Source: an optimization exercise on an open RTL-to-GDS flow (aim: small area and a short achievable clock period). Production flows keep margins and buffers that such runs may drop.
RTL that was checked went through simulation tests only; none was proved equivalent to the original.
The RTL of run 3 was laid out without a check of its function.
Power and IR drop assume default switching activity.

--- flow/config.mk ---
export PLATFORM = sky130hd
export DESIGN_NAME = procsn32
export DESIGN_NICKNAME = procsn32
export VERILOG_FILES = /design/flow/design.v
export SDC_FILE = /design/flow/constraint.sdc
export NUM_CORES = 4
export LEC_CHECK = 0
export ABC_AREA = 1
export CAP_MARGIN = 20
export CORE_MARGIN = 2
export CORE_UTILIZATION = 40
export SETUP_SLACK_MARGIN = 2.0
export SLEW_MARGIN = 20
export TNS_END_PERCENT = 20
--- flow/constraint.sdc ---
create_clock -name core_clock -period 4.6 [get_ports {clock}]
set_input_delay 0.9200 -clock core_clock [delete_from_list [all_inputs] [get_ports {clock}]]
set_output_delay 0.9200 -clock core_clock [all_outputs]
set_load 0.01 [all_outputs]
--- flow/design.v ---
module procsn32(
    input clock,
    input [31:0] inst,
    output [31:0] result
    );
    wire [2:0] f3 = inst[14:12];
    wire [3:0] op = inst[3:0];
    wire d_add  = (f3 == 3'd0) & (op == 4'b0001);
    wire d_sub  = (f3 == 3'd1) & (op == 4'b0001);
    wire d_sll  = (f3 == 3'd0) & (op == 4'b0011);
    wire d_srl  = (f3 == 3'd1) & (op == 4'b0011);
    wire d_sra  = (f3 == 3'd2) & (op == 4'b0011);
    wire d_slt  = (f3 == 3'd0) & (op == 4'b0111);
    wire d_sltu = (f3 == 3'd1) & (op == 4'b0111);
    wire d_xor  = (f3 == 3'd0) & (op == 4'b1111);
    wire d_or   = (f3 == 3'd1) & (op == 4'b1111);
    wire d_and  = (f3 == 3'd2) & (op == 4'b1111);
    wire d_addi = (f3 == 3'd0) & (op == 4'b0101);
    reg [31:0] s1_sel1, s1_sel2;    
    reg [4:0]  s1_rd;
    reg [11:0] s1_imm;              
    reg        s1_inv;
    reg        s1_sum, s1_shr, s1_shl, s1_sra, s1_slt, s1_signed;
    reg        s1_xor, s1_or, s1_and;
    always @(posedge clock) begin
        s1_sel1   <= 32'd1 << inst[19:15];
        s1_sel2   <= d_addi ? 32'd0 : 32'd1 << inst[24:20];
        s1_rd     <= inst[11:7];
        s1_imm    <= d_addi ? inst[31:20] : 12'd0;
        s1_inv    <= d_sub | d_slt | d_sltu;
        s1_sum    <= d_add | d_sub | d_addi;
        s1_shr    <= d_srl | d_sra;
        s1_shl    <= d_sll;
        s1_sra    <= d_sra;
        s1_slt    <= d_slt | d_sltu;
        s1_signed <= d_slt;
        s1_xor    <= d_xor;
        s1_or     <= d_or;
        s1_and    <= d_and;
    end
    reg  [31:0] outP;               
    reg  [31:0] wb_n;               
    reg  [4:0]  s2_rd;
    reg  [31:0] s3_we;              
    reg  [31:0] rf [0:31];
    integer i;
    always @(posedge clock)
        for (i = 0; i < 32; i = i + 1)
            if (s3_we[i]) rf[i] <= ~wb_n;
    wire [31:0] sel1 = s1_sel1;
    wire [31:0] sel2 = s1_sel2;
    reg [31:0] rd1, rd2;
    always @(*) begin
        rd1 = 32'd0;
        rd2 = 32'd0;
        for (i = 0; i < 32; i = i + 1) begin
            rd1 = rd1 | ({32{sel1[i]}} & rf[i]);
            rd2 = rd2 | ({32{sel2[i]}} & rf[i]);
        end
    end
    wire [31:0] opa = rd1;
    wire [31:0] opb = (rd2 | {{20{s1_imm[11]}}, s1_imm}) ^ {32{s1_inv}};
    reg [31:0] s2_a, s2_b;
    reg [4:0]  s2_sh;               
    reg        s2_cin, s2_sum, s2_shr, s2_shl, s2_fill, s2_slt, s2_signed;
    reg        s2_xor, s2_or, s2_and;
    always @(posedge clock) begin
        s2_a      <= opa;
        s2_b      <= opb;
        s2_sh     <= (s1_shr | s1_shl) ? rd2[4:0] : 5'd0;
        s2_rd     <= s1_rd;
        s2_cin    <= s1_inv;
        s2_sum    <= s1_sum;
        s2_shr    <= s1_shr;
        s2_shl    <= s1_shl;
        s2_fill   <= s1_sra & rd1[31];
        s2_slt    <= s1_slt;
        s2_signed <= s1_signed;
        s2_xor    <= s1_xor;
        s2_or     <= s1_or;
        s2_and    <= s1_and;
    end
    wire [33:0] sum_w = {1'b0, s2_a, 1'b1} + {1'b0, s2_b, s2_cin};
    wire [31:0] sum   = sum_w[32:1];
    wire        cout  = sum_w[33];
    wire        lt    = ~cout ^ (s2_signed & ~(s2_a[31] ^ s2_b[31]));
    reg  [31:0] a_rev;
    always @(*)
        for (i = 0; i < 32; i = i + 1)
            a_rev[i] = s2_a[31-i];
    wire [31:0] sha = s2_shl ? a_rev : s2_a;
    wire [63:0] shx = {{32{s2_fill}}, sha} >> s2_sh;
    wire [31:0] shr = shx[31:0];
    reg  [31:0] shl;
    always @(*)
        for (i = 0; i < 32; i = i + 1)
            shl[i] = shr[31-i];
    wire [31:0] alu =
          ({32{s2_sum}} & sum)
        | ({32{s2_shr}} & shr)
        | ({32{s2_shl}} & shl)
        | ({32{s2_xor}} & (s2_a ^ s2_b))
        | ({32{s2_or}}  & (s2_a | s2_b))
        | ({32{s2_and}} & (s2_a & s2_b))
        | {31'd0, s2_slt & lt};
    always @(posedge clock) begin
        outP  <= alu;
        wb_n  <= ~alu;
        s3_we <= 32'd1 << s2_rd;
    end
    assign result = outP;
endmodule
--- flow/flow/run.sh ---
#!/bin/bash
# Layout flow: the standard ORFS flow, with the port buffers made of
# ordinary buffers (sized by repair like any other buffer) instead of the
# delay cells buffer_ports picks by default.
set -euo pipefail
export BUFFER_PORTS_ARGS="-buffer_cell sky130_fd_sc_hd__buf_4"
bash standard.sh finish > standard.log 2>&1
--- flow/standard.sh ---
#!/bin/bash
# synth_recipe.tcl (not shown) runs the flow's synth.tcl, then flattens the netlist and writes it again
# the make line also repeats each setting of config.mk as NAME=value (left out here)
make -C /OpenROAD-flow-scripts/flow DESIGN_CONFIG=/design/flow/config.mk WORK_HOME=/design/flow/orfs CLKGATE_MAP_FILE= SYNTH_SCRIPT=/design/flow/synth_recipe.tcl "${@:-finish}"
==> flow_results.org, run 1 <==
** Synthesis
- Sorting the synthesized cells by area gives the leading types as sky130_fd_sc_hd__edfxtp_1 54%, sky130_fd_sc_hd__nand2_1 12%, sky130_fd_sc_hd__dfxtp_1 9.5%.
- Proportion of netlist area held by the largest area contributor :: 53.9%
- Synth Flop Type :: sky130_fd_sc_hd__edfxtp_1
- Yosys mapped the design onto 47 distinct sky130hd cell types.
- Dividing the synthesized area by the synthesized cell count gives 10.2 µm².
- During synthesis, Yosys emitted a total of 2 warnings.
- Nets in the synthesized netlist :: 5715
- Number of enable-type register cells in the synthesized netlist :: 1024
- The biggest area contributor in the post-synthesis netlist is sky130_fd_sc_hd__edfxtp_1.
- Synthesis produced a netlist whose cell count is 5617.
- In this run the cell area of the synthesized design comes to 0.0571 mm².
- Synthesis inferred between 1000 and 1500 register bits.
- After synthesis, the share of flip-flops with an asynchronous set or reset is 0%.
- Part of the Yosys area used for sequential elements :: approximately 63%

** Clock network
- Clock latency of the later-clocked register in the worst-skew pair :: roughly 0.80 ns
- Clock root buffer master :: sky130_fd_sc_hd__clkbuf_16
- Max clock buf depth :: 3
- The number of clock buffers added by TritonCTS is approximately 140.
- Clock tree synthesis found a total of 1295 sinks.
- Clock tree from TritonCTS :: yes
- Clock slew at reported path FFs :: 0.06 ns
- Count of hold-fix buffers inserted at cts :: 0
- In this run the number of H-tree levels came out at 4.

** Placed design
- HPWL after detailed placement :: 169 mm
- Gp weighted congestion :: 1.01
- The count of buffers added on input and output ports is between 60 and 70.

** Worst hold path
- The tightest min-delay check is of the input port to register type.
- In this run the most critical hold path is launched from inst[8].

** Timing
- Transition time at the pin with the least slew margin :: 1.33 ns
- Setup repair after global routing could not meet its margin everywhere.
- The total count of hold-check failures in the final report was 0.
- Summed over all failing endpoints, the final setup total negative slack is 0 ns.
- Final hold analysis gives a worst-case slack of 0.239 ns.
- Worst-case headroom to the max-slew limit :: 11.6%
- Ratio of final minimum period to clock period :: between 60% and 70%
- The max-slew violation count was 0.
- Subtracting the final worst setup slack from the clock period gives between 2 and 3 ns.
- For this run, the top clock speed supported by timing is 357 MHz.
- The clock arrives with 0.0355 ns of skew.
- Setup violations remaining at the end of the flow were counted as 0.

** Setup path
- Of all nets on the critical path, the largest fanout is 14.
- STA classifies the critical path startpoint as a register.
- CP endpoint kind :: register
- Data arrival time of the critical path :: roughly 3.5 ns
- Required time of the worst setup path :: 5.25 ns
- By startpoint and endpoint, the worst setup path is classified as register to register.
- In this run the critical register-to-register path is launched from s1_sel2[20].
- Launching element of the worst setup path :: s1_sel2[20]

** Global route
- Overall routing resource usage :: 36.2%
- The first global-routing pass estimated 364 mm of wire.
- Summed over all layers, the global routing overflow is 0.
- The via count of the first global-routing pass came to 45800.
- Entering global routing, the biggest net connects 37 pins.
- Number of antenna violations at the first check in global routing :: 12

** Power and ir drop
- Total leakage power :: 0.0254 µW
- IR analysis of the VDD net gives a maximum drop of ~0.00047 V.
- For this design the ratio of total power to cell area is between 400 and 500 mW/mm².

** Die
- In this run the core area contains ~140 standard-cell rows.
- Ports placed on the boundary :: 65
- The core region is 0.142 mm².
- The die covers around 0.15 mm².
- The floorplan step set the die width to 382 µm.
- For this configuration, the core starts out at a cell density of 40.3%.
- The die is about 380 µm tall.

** Route
- The routed design has between 200 and 300 mm of wire.
- Number of antenna-violating nets in the routed design :: 0
- The final route contains 49800 vias.
- The pre-antenna-repair detailed-routing pass consisted of 9 iterations.
- The detailed router finished its first iteration with 9604 violations.
- Average vias per placed instance :: 6.44
- Routed len/inst :: 35.0 µm
- Remaining DRCs :: 0

** Final layout
- Cells with a size suffix above 1 make up 10.6% of the layout.
- After the last flow step, the layout net total stands at 5818.
- Relative area change from synthesis to final layout :: 14.1%

** Status
- The flow ran to the end and the layout has no timing, DRC or antenna violations.

** Run
- Number of max-cap violations :: 0
worst max-delay path, cell delays in order, from the launching register on:
cell                      delay, ns
sky130_fd_sc_hd__dfxtp_2       0.61
sky130_fd_sc_hd__buf_4         0.36
sky130_fd_sc_hd__nand2_1       0.09
sky130_fd_sc_hd__nand4_1       0.11
sky130_fd_sc_hd__nor4_1        0.60
sky130_fd_sc_hd__nand4_1       0.56
sky130_fd_sc_hd__xor2_1        0.29
cells in the final DEF, fill, tap and decap left out, types with 18 or more instances in the layout:
| master | n |
|---|---|
| sky130_fd_sc_hd__o22ai_1 | 20 |
| sky130_fd_sc_hd__nand2_1 | 1818 |
| sky130_fd_sc_hd__buf_4 | 218 |
| sky130_fd_sc_hd__a21oi_1 | 97 |
| sky130_fd_sc_hd__inv_1 | 375 |
| sky130_fd_sc_hd__a221oi_1 | 148 |
| sky130_fd_sc_hd__edfxtp_1 | 1024 |
| sky130_fd_sc_hd__nand4_1 | 299 |
| sky130_fd_sc_hd__clkbuf_1 | 34 |
| sky130_fd_sc_hd__o21ai_0 | 41 |
| sky130_fd_sc_hd__nor2_1 | 238 |
| sky130_fd_sc_hd__nor4_1 | 46 |
| sky130_fd_sc_hd__dfxtp_2 | 113 |
| sky130_fd_sc_hd__clkinv_2 | 18 |
| sky130_fd_sc_hd__clkbuf_16 | 148 |
| sky130_fd_sc_hd__ha_1 | 58 |
| sky130_fd_sc_hd__a211oi_1 | 37 |
| sky130_fd_sc_hd__a22o_1 | 179 |
| sky130_fd_sc_hd__dfxtp_1 | 149 |
| sky130_fd_sc_hd__xor2_1 | 27 |
| sky130_fd_sc_hd__nand3_1 | 494 |
| sky130_fd_sc_hd__nor3_1 | 36 |
| sky130_fd_sc_hd__clkinv_1 | 26 |
sequential cells by signal, summed over array words and instances (netlist names), 5 cells and up:
signal and flops:
s3_we 32, s2_sh 5, s2_a 32, wb_n 32, s1_sel2 32, s1_imm 12, s1_rd 5, rf 1024
s2_b 32, s1_sel1 32, s2_rd 5, outP 32
final timing paths:
check,end,slack [ns],depth (start not counted)
setup / recovery,s2_b[11],1.80,6
hold / removal,s1_rd[1],0.24,1
setup reg to reg,s2_b[11],1.80,6
hold reg to reg,s2_xor,0.33,0
report_power, final:
part | total (µW) | leakage (µW) | internal [µW] | switching, µW
registers | 13300 | 0.0124 | 12900 | 410
clock network | 11300 | 0.00220 | 6470 | 4840
logic | 2100 | 0.0108 | 569 | 1530
total | 26700 | 0.0254 | 19900 | 6780
Yosys cell counts (36+ instances only):
cell type                  number
sky130_fd_sc_hd__a211oi_1      37
sky130_fd_sc_hd__a21oi_1      104
sky130_fd_sc_hd__a221oi_1     148
sky130_fd_sc_hd__a22o_1       179
sky130_fd_sc_hd__clkbuf_1     217
sky130_fd_sc_hd__dfxtp_1      271
sky130_fd_sc_hd__edfxtp_1    1024
sky130_fd_sc_hd__ha_1          64
sky130_fd_sc_hd__inv_1        376
sky130_fd_sc_hd__nand2_1     1824
sky130_fd_sc_hd__nand3_1      497
sky130_fd_sc_hd__nand4_1      299
sky130_fd_sc_hd__nor2_1       247
sky130_fd_sc_hd__nor3_1        36
sky130_fd_sc_hd__nor4_1        46
sky130_fd_sc_hd__o21ai_0       42
per-stage QoR:
stage / total power (µW) / utilization [%] / setup slack [ns] / instance area, µm² / instances
after detailed placement: 15500 / 42.6 / 1.69 / 60300 / 7459
after global routing: 27300 / 46.0 / 1.93 / 65100 / 7721
after floorplan: 14400 / - / 2.62 / 57100 / 5617
final: 26700 / 46.0 / 1.80 / 65100 / 7725
after global placement: 15400 / 42.6 / 1.69 / 60300 / 7458
after CTS: 26500 / 45.9 / 1.95 / 64900 / 7714
layout make-up:
class | count | area [µm²]
fillers | 13200 | 76500
diodes | 4 | 10.0
flip-flops and latches | 1295 | 36300
clock inverters | 60 | 518
clock buffers | 194 | 4000
repair inverters | 1 | 7.51
inverters | 389 | 1470
multi-input cells | 3657 | 18400
well taps | 1890 | 2360
repair buffers | 235 | 1950
layer usage:
| metal | vias to the layer above | part of all wire [%] | wire length (µm) | track usage, % |
|---|---|---|---|---|
| met5 | - | 0.031 | 84 | 0 |
| met4 | 12 | 9.7 | 26300 | 26.6 |
| met2 | 4635 | 41 | 110000 | 52.3 |
| met1 | 23700 | 33 | 90200 | 44.3 |
| met3 | 1335 | 16 | 43600 | 13.2 |
| li1 | 20100 | - | - | - |
kinds of logic after synthesis:
kind of cell / count (synthesis) / share of synthesized area (%)
flops: 1295 / 63.4
buf+inv: 665 / 4.49
xor+xnor: 28 / 0.430
compound gates: 576 / 7.65
fa+ha+maj: 65 / 1.44
simple gates: 2988 / 22.6
repair_timing:
action / 4_1_cts / 5_1_grt
setup endpoints to repair: 51 / 58
setup buffers: 0 / 6
gates resized for setup: 31 / 36
pin swaps: 0 / 1
gates cloned: 1 / 0
==> run 2, diff against run 1 <==
--- a/flow/design.v
+++ b/flow/design.v
@@ -38,15 +38,14 @@
         s1_or     <= d_or;
         s1_and    <= d_and;
     end
-    reg  [31:0] outP;               
-    reg  [31:0] wb_n;               
+    reg  [31:0] outP;
     reg  [4:0]  s2_rd;
     reg  [31:0] s3_we;              
     reg  [31:0] rf [0:31];
     integer i;
     always @(posedge clock)
         for (i = 0; i < 32; i = i + 1)
-            if (s3_we[i]) rf[i] <= ~wb_n;
+            if (s3_we[i]) rf[i] <= outP;
     wire [31:0] sel1 = s1_sel1;
     wire [31:0] sel2 = s1_sel2;
     reg [31:0] rd1, rd2;
@@ -105,7 +104,6 @@
         | {31'd0, s2_slt & lt};
     always @(posedge clock) begin
         outP  <= alu;
-        wb_n  <= ~alu;
         s3_we <= 32'd1 << s2_rd;
     end
     assign result = outP;
--- a/flow/config.mk
+++ b/flow/config.mk
@@ -8,7 +8,7 @@
 export ABC_AREA = 1
 export CAP_MARGIN = 20
 export CORE_MARGIN = 2
-export CORE_UTILIZATION = 40
+export CORE_UTILIZATION = 45
 export SETUP_SLACK_MARGIN = 2.0
 export SLEW_MARGIN = 20
 export TNS_END_PERCENT = 20
==> flow_results.org, run 2 <==
** Setup path
- The critical path's most frequent cell is sky130_fd_sc_hd__nand3_1 (was sky130_fd_sc_hd__nand4_1).
- Cell with the largest stage delay on the worst path :: sky130_fd_sc_hd__dfxtp_2 (unchanged)
- Critical Path Source Type :: register (unchanged)
- Launching element of the worst setup path :: s1_sel2[7] (was s1_sel2[20])
- The signal arrival time at the worst endpoint came to 3.34 ns (was 3.46 ns).
- The worst-case register-to-register setup slack is 1.85 ns (was 1.80 ns).
- Startpoint of the most critical register-to-register path :: s1_sel2[7] (was s1_sel2[20])
- The worst setup path endpoint is s2_b[20] (was s2_b[11]).
- The endpoint of the worst register-to-register path is s2_b[20] (was s2_b[11]).
- The maximum fanout count along the critical path was 21 (was 14).
- The number of cells traversed by the worst register-to-register path came to 6 (unchanged).
- The category of the critical setup timing path is register to register (unchanged).
- CP endpoint kind :: register (unchanged)
- Largest incremental delay on the critical path :: 1.21 ns (was 0.61 ns)
- CP cell instances: buf_4, nand2_1, nand3_1, nor4_1, nand3_1, xor2_1 (was buf_4, nand2_1, nand4_1, nor4_1, nand4_1, xor2_1).
- Required time of the worst setup path :: 5.19 ns (was 5.25 ns)

** Clock network
- Buffers inserted during post-CTS setup optimization :: 0 (unchanged)
- Clock tree from TritonCTS :: yes (unchanged)
- The sink count of the clock tree came to 1263 (was 1295).
- Clock root buffer master :: sky130_fd_sc_hd__clkbuf_16 (unchanged)
- The buffer depth of the longest clock path was 3 (unchanged).
- Clock latency of the later-clocked register in the worst-skew pair :: 0.77 ns (was 0.80 ns)
- Clock buffer count from CTS :: 132 (was 141)
- The total number of H-tree levels came to 4 (unchanged).
- Clock slew at reported path FFs :: 0.06 ns (about the same)

** Global route
- Global route overflow :: 0 (unchanged)
- The via count of the first global-routing pass came to 45400 (was 45800).
- The total routing resource utilization after global routing came to 39.9% (was 36.2%).
- The largest net degree at the start of global routing is 65 (was 37).
- The initial antenna violation count came to 5 (was 12).
- Wire length of the first global-routing pass :: 350 mm (was 364 mm)

** Route
- The average wire per cell in the routed design is 35.2 µm (was 35.0 µm).
- Total iterations of the first detailed-routing run :: 8 (was 9)
- The number of DRC markers in iteration 0 is 9338 (was 9604).
- The mean number of vias per cell came to 6.68 (was 6.44).
- Number of vias after detailed routing :: 49000 (was 49800)
- The total wire length is 258 mm (was 271 mm).
- The number of remaining DRC errors was 0 (unchanged).
- The number of nets still failing antenna checks after routing is 0 (unchanged).

** Timing
- The total count of hold-check failures in the final report is 0 (unchanged).
- Setup repair after global routing missed its margin: true (unchanged).
- The number of endpoints failing setup at the final stage came to 0 (unchanged).
- Final worst hold slack :: 0.268 ns (was 0.239 ns)
- The clock period minus final worst setup slack came to 2.75 ns (was 2.80 ns).
- The worst relative slew slack is 10.1% (was 11.6%).
- The highest clock frequency the design can meet came to 364 MHz (was 357 MHz).
- The final period utilization is 59.7% (was 60.9%).
- The summed negative setup slack over all endpoints is 0 ns (unchanged).
- The setup clock skew after layout came to 0.0248 ns (was 0.0355 ns).
- Transition time at the pin with the least slew margin :: 1.35 ns (was 1.33 ns)
- The max-slew violation count came to 0 (unchanged).

** Synthesis
- Largest cells by area after synthesis :: sky130_fd_sc_hd__edfxtp_1 55%, sky130_fd_sc_hd__nand2_1 13%, sky130_fd_sc_hd__dfxtp_1 8.6% (was sky130_fd_sc_hd__edfxtp_1 54%, sky130_fd_sc_hd__nand2_1 12%, sky130_fd_sc_hd__dfxtp_1 9.5%)
- Most frequent cells after synthesis: 1922 x sky130_fd_sc_hd__nand2_1, 1024 x sky130_fd_sc_hd__edfxtp_1, 527 x sky130_fd_sc_hd__nand3_1 (was 1824 x sky130_fd_sc_hd__nand2_1, 1024 x sky130_fd_sc_hd__edfxtp_1, 497 x sky130_fd_sc_hd__nand3_1).
- The share of flip-flops with an asynchronous set or reset after synthesis was 0% (unchanged).
- Proportion of netlist area held by the largest area contributor :: 55.0% (was 53.9%)
- The mean cell area of the mapped netlist is 10.2 µm² (about the same).
- The primary flip-flop cell chosen by synthesis mapping is sky130_fd_sc_hd__edfxtp_1 (unchanged).
- The count of flip-flops with a built-in enable after synthesis came to 1024 (unchanged).
- Number of warning messages in the yosys log :: 2 (unchanged)
- Synthesized cell area :: 0.0559 mm² (was 0.0571 mm²)
- The gate count after technology mapping is 5504 (was 5617).
- The number of nets in the synthesized netlist came to 5602 (was 5715).
- The number of storage elements in the synthesis netlist was 1263 (was 1295).
- Most used standard cell by instance count after synthesis :: sky130_fd_sc_hd__nand2_1 (unchanged)
- The distinct cell type count of the synthesized netlist is 41 (was 47).
- Library cell with the largest summed area after synthesis :: sky130_fd_sc_hd__edfxtp_1 (unchanged)
- Part of the Yosys area used for sequential elements :: 63.6% (was 63.4%)

** Final layout
- The number of flip-flops under the largest register name is 1024 (unchanged).
- The final cell area excluding filler cells came to 0.0632 mm² (was 0.0651 mm²).
- The count of placed standard cells in the final layout, fillers left out came to 7341 (was 7725).
- The area growth from synthesis to final layout is 13.1% (was 14.1%).
- Total Nets Final :: 5684 (was 5818)
- The fraction of final layout cells sized beyond drive strength 1 was 9.99% (was 10.6%).
- Commonest cells after routing, fill and taps aside: 1919 x sky130_fd_sc_hd__nand2_1, 1024 x sky130_fd_sc_hd__edfxtp_1, 527 x sky130_fd_sc_hd__nand3_1, 330 x sky130_fd_sc_hd__nand4_1, 272 x sky130_fd_sc_hd__inv_1 (was 1818 x sky130_fd_sc_hd__nand2_1, 1024 x sky130_fd_sc_hd__edfxtp_1, 494 x sky130_fd_sc_hd__nand3_1, 375 x sky130_fd_sc_hd__inv_1, 299 x sky130_fd_sc_hd__nand4_1).
- Most common cell after layout, fill and taps aside :: sky130_fd_sc_hd__nand2_1 (unchanged)
- Largest register by flop count :: rf (unchanged)

** Die
- The number of primary I/O pins came to 65 (unchanged).
- The horizontal extent of the die came to 356 µm (was 382 µm).
- The starting density of the core came to 45.3% (was 40.3%).
- Area of the die :: 0.127 mm² (was 0.146 mm²)
- Die Y :: 356 µm (was 382 µm)
- Area of the core :: 0.123 mm² (was 0.142 mm²)
- Number of rows in the core area :: 129 (was 138)

** Placed design
- The placed wire-length estimate came to 157 mm (was 169 mm).
- The cell area reported after detailed placement was 0.0587 mm² (was 0.0603 mm²).
- Number of buffers added on ports :: 61 (unchanged)
- The final RePlAce weighted congestion came to 1.00 (was 1.01).
- Placed Cells incl. Taps :: 7088 (was 7459)

** Status
- Result of the run :: finished clean (unchanged)

** Power and ir drop
- Power density over the cells :: 410 mW/mm² (about the same)
- Worst VDD drop :: 0.000365 V (was 0.000472 V)
- Total leakage power :: 0.0242 µW (was 0.0254 µW)

** Run
- Number of max-cap violations :: 0 (unchanged)

** Worst hold path
- The type of the worst min-delay path is input port to register (unchanged).
==> run 2: cell types whose count changed in the layout (fill, tap and decap cells not counted), moves of 20 or more <==
cell / previous run / this run
sky130_fd_sc_hd__dfxtp_1: 149 / 119
sky130_fd_sc_hd__inv_1: 375 / 272
sky130_fd_sc_hd__nand2_1: 1818 / 1919
sky130_fd_sc_hd__a22o_1: 179 / 156
sky130_fd_sc_hd__a21oi_1: 97 / 68
sky130_fd_sc_hd__o22ai_1: 20 / 0
sky130_fd_sc_hd__nand4_1: 299 / 330
sky130_fd_sc_hd__nand3_1: 494 / 527
==> run 2: critical path: cells and delay by family (launching register included) <==
family	cells	cell delay, ns
flip-flops	1	1.21
XOR/XNOR	1	0.55
AND/OR/NAND/NOR	4	0.40
buffers and inverters	1	0.37
==> run 2: worst min path at each step <==
stage	depth (start not counted)	start	to
4_1_cts	1	inst[9]	s1_rd[2]
5_1_grt	1	inst[9]	s1_rd[2]
3_3_place_gp	0	s1_or	s2_or
6_report	1	inst[9]	s1_rd[2]
2_1_floorplan	0	s1_and	s2_and
3_5_place_dp	0	s1_or	s2_or
==> run 2: per-stage QoR <==
| stage | setup WS, ns | utilization [%] | power, µW |
|---|---|---|---|
| final | 1.85 | 51.2 | 25900 |
| after global placement | 1.94 | 47.5 | 15100 |
| after floorplan | 2.58 | - | 14100 |
| after global routing | 1.88 | 51.2 | 26500 |
| after detailed placement | 1.93 | 47.6 | 15100 |
| after CTS | 1.86 | 51.1 | 25800 |
==> run 2: kinds of logic (layout without fill, tap and decap cells) <==
kind of cell	after synthesis	after routing	synth area share [%]
adder cells (fa/ha/maj)	65	65	1.47
AO/OA/AOI/OAI	478	478	6.65
XOR/XNOR	27	27	0.423
flip-flops	1263	1263	63.6
buffers and inverters	554	746	3.84
other	0	8	0
AND/OR/NAND/NOR	3117	3117	24.1
==> run 2: routing by layer <==
layer / track usage (%) / wire length, µm / vias up
met5: 0.222 / 20 / -
met2: 58.2 / 108000 / 4490
met1: 50.1 / 88000 / 23600
li1: - / - / 19700
met4: 27.1 / 22000 / 2
met3: 13.5 / 40400 / 1212
==> run 2: final cells by class <==
type	count	area [µm²]
tap	1637	2050
inverter	279	1050
timing repair inverter	1	7.51
clock inverter	66	707
timing repair buffer	222	1750
sequential	1263	35700
fill	11100	60300
multi-input combinational	3687	18300
clock buffer	178	3660
antenna	8	20.0
==> run 2: timing repair <==
action,CTS,global route
hold endpoints to repair,0,0
endpoints found under the setup margin,22,53
pin swaps,0,0
resized for setup,12,34
hold buffers,0,0
gates cloned,0,1
==> run 2: report_power, final <==
group          internal (µW)  leakage, µW  switching, µW
sequential             12600       0.0121            415
combinational            558      0.00993           1480
clock                   6120      0.00212           4810
==> run 3, diff against run 2 <==
--- a/flow/design.v
+++ b/flow/design.v
@@ -19,7 +19,7 @@
     reg [31:0] s1_sel1, s1_sel2;    
     reg [4:0]  s1_rd;
     reg [11:0] s1_imm;              
-    reg        s1_inv;
+    reg        s1_inv, s1_rev;
     reg        s1_sum, s1_shr, s1_shl, s1_sra, s1_slt, s1_signed;
     reg        s1_xor, s1_or, s1_and;
     always @(posedge clock) begin
@@ -28,6 +28,7 @@
         s1_rd     <= inst[11:7];
         s1_imm    <= d_addi ? inst[31:20] : 12'd0;
         s1_inv    <= d_sub | d_slt | d_sltu;
+        s1_rev    <= d_sll;
         s1_sum    <= d_add | d_sub | d_addi;
         s1_shr    <= d_srl | d_sra;
         s1_shl    <= d_sll;
@@ -57,16 +58,18 @@
             rd2 = rd2 | ({32{sel2[i]}} & rf[i]);
         end
     end
-    wire [31:0] opa = rd1;
+    reg [31:0] rd1_rev;
+    always @(*)
+        for (i = 0; i < 32; i = i + 1)
+            rd1_rev[i] = rd1[31-i];
+    wire [31:0] opa = s1_rev ? rd1_rev : rd1;
     wire [31:0] opb = (rd2 | {{20{s1_imm[11]}}, s1_imm}) ^ {32{s1_inv}};
     reg [31:0] s2_a, s2_b;
-    reg [4:0]  s2_sh;               
     reg        s2_cin, s2_sum, s2_shr, s2_shl, s2_fill, s2_slt, s2_signed;
     reg        s2_xor, s2_or, s2_and;
     always @(posedge clock) begin
         s2_a      <= opa;
         s2_b      <= opb;
-        s2_sh     <= (s1_shr | s1_shl) ? rd2[4:0] : 5'd0;
         s2_rd     <= s1_rd;
         s2_cin    <= s1_inv;
         s2_sum    <= s1_sum;
@@ -83,12 +86,8 @@
     wire [31:0] sum   = sum_w[32:1];
     wire        cout  = sum_w[33];
     wire        lt    = ~cout ^ (s2_signed & ~(s2_a[31] ^ s2_b[31]));
-    reg  [31:0] a_rev;
-    always @(*)
-        for (i = 0; i < 32; i = i + 1)
-            a_rev[i] = s2_a[31-i];
-    wire [31:0] sha = s2_shl ? a_rev : s2_a;
-    wire [63:0] shx = {{32{s2_fill}}, sha} >> s2_sh;
+    wire [4:0]  sh  = s2_b[4:0];
+    wire [63:0] shx = {{32{s2_fill}}, s2_a} >> sh;
     wire [31:0] shr = shx[31:0];
     reg  [31:0] shl;
     always @(*)
==> flow/run.sh (new file) <==
#!/bin/bash
# synth_recipe.tcl (not shown) runs the flow's synth.tcl, then flattens the netlist and writes it again
# the make line also repeats each setting of config.mk as NAME=value (left out here)
make -C /OpenROAD-flow-scripts/flow DESIGN_CONFIG=/design/flow/config.mk WORK_HOME=/design/flow/orfs CLKGATE_MAP_FILE= SYNTH_SCRIPT=/design/flow/synth_recipe.tcl finish
--- a/flow/config.mk
+++ b/flow/config.mk
@@ -5,7 +5,7 @@
 export SDC_FILE = /design/flow/constraint.sdc
 export NUM_CORES = 4
 export LEC_CHECK = 0
-export ABC_AREA = 1
+export ABC_CLOCK_PERIOD_IN_PS = 2400
 export CAP_MARGIN = 20
 export CORE_MARGIN = 2
 export CORE_UTILIZATION = 45
removed: flow/flow/run.sh
removed: flow/standard.sh
==> flow_results.org, run 3 <==
** Status
- Result of the run: finished clean (unchanged).

** Die
- Area of the die :: 0.120 mm² (was 0.127 mm²)
- The placeable core area is 0.117 mm² (was 0.123 mm²).
- Initial core utilization :: 45.5% (was 45.3%)
- Die Y :: 347 µm (was 356 µm)
- Ports placed on the boundary :: 65 (unchanged)
- The number of rows created at floorplan came to 125 (was 129).
- The horizontal extent of the die came to 347 µm (was 356 µm).

** Clock network
- The total number of H-tree levels is 4 (unchanged).
- The CTS tree is yes (unchanged).
- Clock buffer count from CTS :: 132 (unchanged)
- Clock root buffer master :: sky130_fd_sc_hd__clkbuf_16 (unchanged)
- The buffer depth of the longest clock path is 3 (unchanged).
- Clock slew at reported path FFs :: 0.06 ns (about the same)
- The sink count of the clock tree came to 1258 (was 1263).
- Clock latency of the later-clocked register in the worst-skew pair :: 0.77 ns (about the same)
- Count of hold-fix buffers inserted at cts :: 0 (unchanged)

** Synthesis
- Simple-gate portion of the synthesized area :: 6.47% (was 24.1%)
- Nets in the synthesized netlist :: 3893 (was 5602)
- The combined area of all synthesized cells came to 0.0530 mm² (was 0.0559 mm²).
- Number of distinct library cells after synthesis :: 79 (was 41)
- Part of the Yosys area used for sequential elements :: 66.9% (was 63.6%)
- The post-synthesis adder-cell area fraction is 1.55% (was 1.47%).
- Flop and latch count out of synthesis :: 1258 (was 1263)
- Largest cells by area after synthesis: sky130_fd_sc_hd__edfxtp_1 58%, sky130_fd_sc_hd__dfxtp_1 8.8%, sky130_fd_sc_hd__a22oi_1 7.4% (was sky130_fd_sc_hd__edfxtp_1 55%, sky130_fd_sc_hd__nand2_1 13%, sky130_fd_sc_hd__dfxtp_1 8.6%).
- Number of warning messages in the yosys log :: 2 (unchanged)
- The xor-xnor portion of the synthesized cell area is 0.794% (was 0.423%).
- Average cell area after synthesis :: 14.0 µm² (was 10.2 µm²)
- The primary flip-flop cell chosen by synthesis mapping is sky130_fd_sc_hd__edfxtp_1 (unchanged).
- Most used standard cell by instance count after synthesis :: sky130_fd_sc_hd__edfxtp_1 (was sky130_fd_sc_hd__nand2_1)
- The gate count after technology mapping was 3795 (was 5504).
- The share of flip-flops with an asynchronous set or reset after synthesis is 0% (unchanged).
- The multiplexer share of the synthesized area was 2.49% (was 0%).
- Library cell with the largest summed area after synthesis :: sky130_fd_sc_hd__edfxtp_1 (unchanged)
- The dominant combinational cell family by area after synthesis was compound AO/OA/AOI/OAI gates (was simple AND/OR/NAND/NOR gates).
- The proportion of netlist area held by the largest area contributor came to 58.1% (was 55.0%).
- The compound-gate portion of the synthesized area is 19.2% (was 6.65%).
- Number of enable-type register cells in the synthesized netlist :: 1024 (unchanged)
- Most frequent cells after synthesis: 1024 x sky130_fd_sc_hd__edfxtp_1, 521 x sky130_fd_sc_hd__a22oi_1, 234 x sky130_fd_sc_hd__clkbuf_1, 234 x sky130_fd_sc_hd__dfxtp_1, 232 x sky130_fd_sc_hd__a221oi_1 (was 1922 x sky130_fd_sc_hd__nand2_1, 1024 x sky130_fd_sc_hd__edfxtp_1, 527 x sky130_fd_sc_hd__nand3_1).

** Placed design
- HPWL after detailed placement :: 144 mm (was 157 mm)
- Worst slack after detailed placement :: 1.22 ns (was 1.93 ns)
- Gp weighted congestion :: 0.956 (was 1.00)
- Number of buffers added on ports :: 61 (unchanged)

** Setup path
- Critical Path Source Type :: register (unchanged)
- CP cell instances: buf_4, a22o_1, a221oi_1, nand3_1, or4_1, mux2_2 (was buf_4, nand2_1, nand3_1, nor4_1, nand3_1, xor2_1).
- Largest incremental delay on the critical path :: 0.81 ns (was 1.21 ns)
- Buffering stage count on the worst path with inverters included :: 1 (unchanged)
- Required time of the worst setup path :: 5.23 ns (was 5.19 ns)
- The signal arrival time at the worst endpoint is 3.64 ns (was 3.34 ns).
- The maximum fanout count along the critical path is 19 (was 21).
- The endpoint kind of the worst setup timing path is a register (unchanged).
- Cell type group with the largest total delay on the critical path :: simple AND/OR/NAND/NOR gates (was flip-flops)
- Crit path kind :: register to register (unchanged)
- Cell with the largest stage delay on the worst path :: sky130_fd_sc_hd__or4_1 (was sky130_fd_sc_hd__dfxtp_2)

** Final layout
- Commonest cells after routing, fill and taps aside :: 1024 x sky130_fd_sc_hd__edfxtp_1, 520 x sky130_fd_sc_hd__a22oi_1, 232 x sky130_fd_sc_hd__a221oi_1, 224 x sky130_fd_sc_hd__a22o_1, 175 x sky130_fd_sc_hd__buf_4 (was 1919 x sky130_fd_sc_hd__nand2_1, 1024 x sky130_fd_sc_hd__edfxtp_1, 527 x sky130_fd_sc_hd__nand3_1, 330 x sky130_fd_sc_hd__nand4_1, 272 x sky130_fd_sc_hd__inv_1)
- The fraction of final layout cells sized beyond drive strength 1 was 17.9% (was 9.99%).
- Largest register by flop count :: rf (unchanged)
- The most common library cell in the layout ignoring fill and taps is sky130_fd_sc_hd__edfxtp_1 (was sky130_fd_sc_hd__nand2_1).
- The final net count was 4036 (was 5684).
- Number of flip-flops under the largest register name :: 1024 (unchanged)
- The area growth from synthesis to final layout came to 16.0% (was 13.1%).
- Post-layout util :: 52.7% (was 51.2%)

** Power and ir drop
- Total leakage power :: 0.0211 µW (was 0.0242 µW)
- Power density over the cells :: 437 mW/mm² (was 410 mW/mm²)
- The maximum vdd drop was 0.000377 V (was 0.000365 V).
- The power consumption is 26900 µW (was 25900 µW).

** Route
- The number of nets still failing antenna checks after routing is 0 (unchanged).
- The total iterations of the first detailed-routing run came to 9 (was 8).
- The average wire per cell in the routed design came to 45.2 µm (was 35.2 µm).
- The number of remaining DRC errors is 0 (unchanged).
- Total routed wirelength :: 252 mm (was 258 mm)
- Number of vias after detailed routing :: 43800 (was 49000)
- DRC violation total after the first TritonRoute iteration :: 10000 (was 9338)
- Average vias per placed instance :: 7.85 (was 6.68)

** Global route
- The wire length of the first global-routing pass came to 334 mm (was 350 mm).
- The via count of the first global-routing pass is 40200 (was 45400).
- Overall routing resource usage :: 40.5% (was 39.9%)
- Global route overflow :: 0 (unchanged)
- The initial antenna violation count is 18 (was 5).
- The largest net degree at the start of global routing was 35 (was 65).

** Timing
- Final setup vio count :: 0 (unchanged)
- The highest clock frequency the design can meet came to 333 MHz (was 364 MHz).
- Maximum clock skew at final layout :: 0.0423 ns (was 0.0248 ns)
- The max-slew violation count is 0 (unchanged).
- The transition time of the tightest slew-check pin is 1.32 ns (was 1.35 ns).
- The post-route worst setup slack is 1.60 ns (was 1.85 ns).
- The hold slack was 0.324 ns (was 0.268 ns).
- Setup repair after global routing missed its margin :: true (unchanged)
- The summed negative setup slack over all endpoints is 0 ns (unchanged).
- Shortest period the worst path allows :: 3.00 ns (was 2.75 ns)
- Worst-case headroom to the max-slew limit :: 11.8% (was 10.1%)
- The total count of hold-check failures in the final report was 0 (unchanged).
- Ratio of final minimum period to clock period :: 65.3% (was 59.7%)

** Run
- The max-cap violation count came to 0 (unchanged).

** Worst hold path
- The type of the worst min-delay path is register to register (was input port to register).
[run 3: changes by cell type in the layout (fill, tap and decap cells not counted), moves of 68 or more]
cell and delta:
sky130_fd_sc_hd__a221oi_1 +87, sky130_fd_sc_hd__nand2_1 -1781, sky130_fd_sc_hd__nand3_1 -418, sky130_fd_sc_hd__nor2_1 -88, sky130_fd_sc_hd__a22oi_1 +520, sky130_fd_sc_hd__a22o_1 +68
sky130_fd_sc_hd__nand4_1 -196, sky130_fd_sc_hd__inv_1 -199
[run 3: per-layer routing]
layer | up-vias | global-route usage, % | wire length [µm]
met5 | - | 0.640 | 179
met4 | 20 | 25.4 | 20700
met3 | 1370 | 20.6 | 48800
met2 | 5254 | 55.1 | 99400
met1 | 21100 | 50.7 | 83100
li1 | 16000 | - | -
[run 3: cell families after synthesis]
| logic type | after synthesis |
|---|---|
| compound gates | 1309 |
| flops | 1258 |
| simple gates | 672 |
| buf+inv | 355 |
| mux | 88 |
| fa+ha+maj | 65 |
| xor+xnor | 48 |
[run 3: path summary, 6_finish.rpt]
check / cells past startpoint / slack (ns) / start / to
min: 0 / 0.32 / s1_slt / s2_slt
min reg2reg: 0 / 0.32 / s1_slt / s2_slt
max reg2reg: 6 / 1.60 / s1_sel1[4] / s2_a[19]
max: 6 / 1.60 / s1_sel1[4] / s2_a[19]
[run 3: report_power, final]
| group | switching [µW] | internal, µW |
|---|---|---|
| Combinational | 1930 | 1100 |
| Clock | 4660 | 6110 |
| Sequential | 401 | 12700 |
[run 3: cell type report]
type                       count  area [µm²]
antenna                       10        25.0
clock buffer                 177        3710
clock inverter                63         583
fill                        9551       55100
inverter                      81         337
multi-input combinational   2182       16600
sequential                  1258       35700
tap                         1524        1910
timing repair buffer         281        2600
timing repair inverter         2        13.8
[run 3: per-stage QoR]
stage / instance area [µm²] / cells
floorplan: 53100 / 3795
global placement: 56000 / 5278
detailed placement: 56000 / 5278
CTS: 61100 / 5551
global route: 61400 / 5570
finish: 61500 / 5578
[run 3: repair_timing]
action / CTS / global route
buffers inserted: 31 / 16
setup endpoints to repair: 91 / 89
gates cloned: 2 / 0
pin swaps: 26 / 15
gates resized for setup: 164 / 57

==> what the ideal ports hide <==
The results above use ideal ports. As a check the final layouts listed here were re-extracted and re-timed, cells and wires unchanged. Step 1: set_driving_cell puts a clkbuf_16 on clock and a buf_2 on each other input, an assumption about the parent block. Step 2 also shifts input and output timing later by t, the mid clock arrival at the registers, as if the neighbouring blocks saw the same clock. Three values: ideal ports, drivers, drivers and shift; two values: the first two.
run | shift t [ns] | setup slack, ns | worst setup path at the end | worst register clock-pin slew, ns
run 1 | 0.869 | 1.797 / 1.797 / 1.797 | register to register | 0.07 / 0.07
run 2 | 0.832 | 1.854 / 1.813 / 1.854 | register to register | 0.07 / 0.07
run 3 | 0.827 | 1.597 / 1.597 / 1.597 | register to register | 0.07 / 0.07
After both steps every run listed still meets setup and hold.
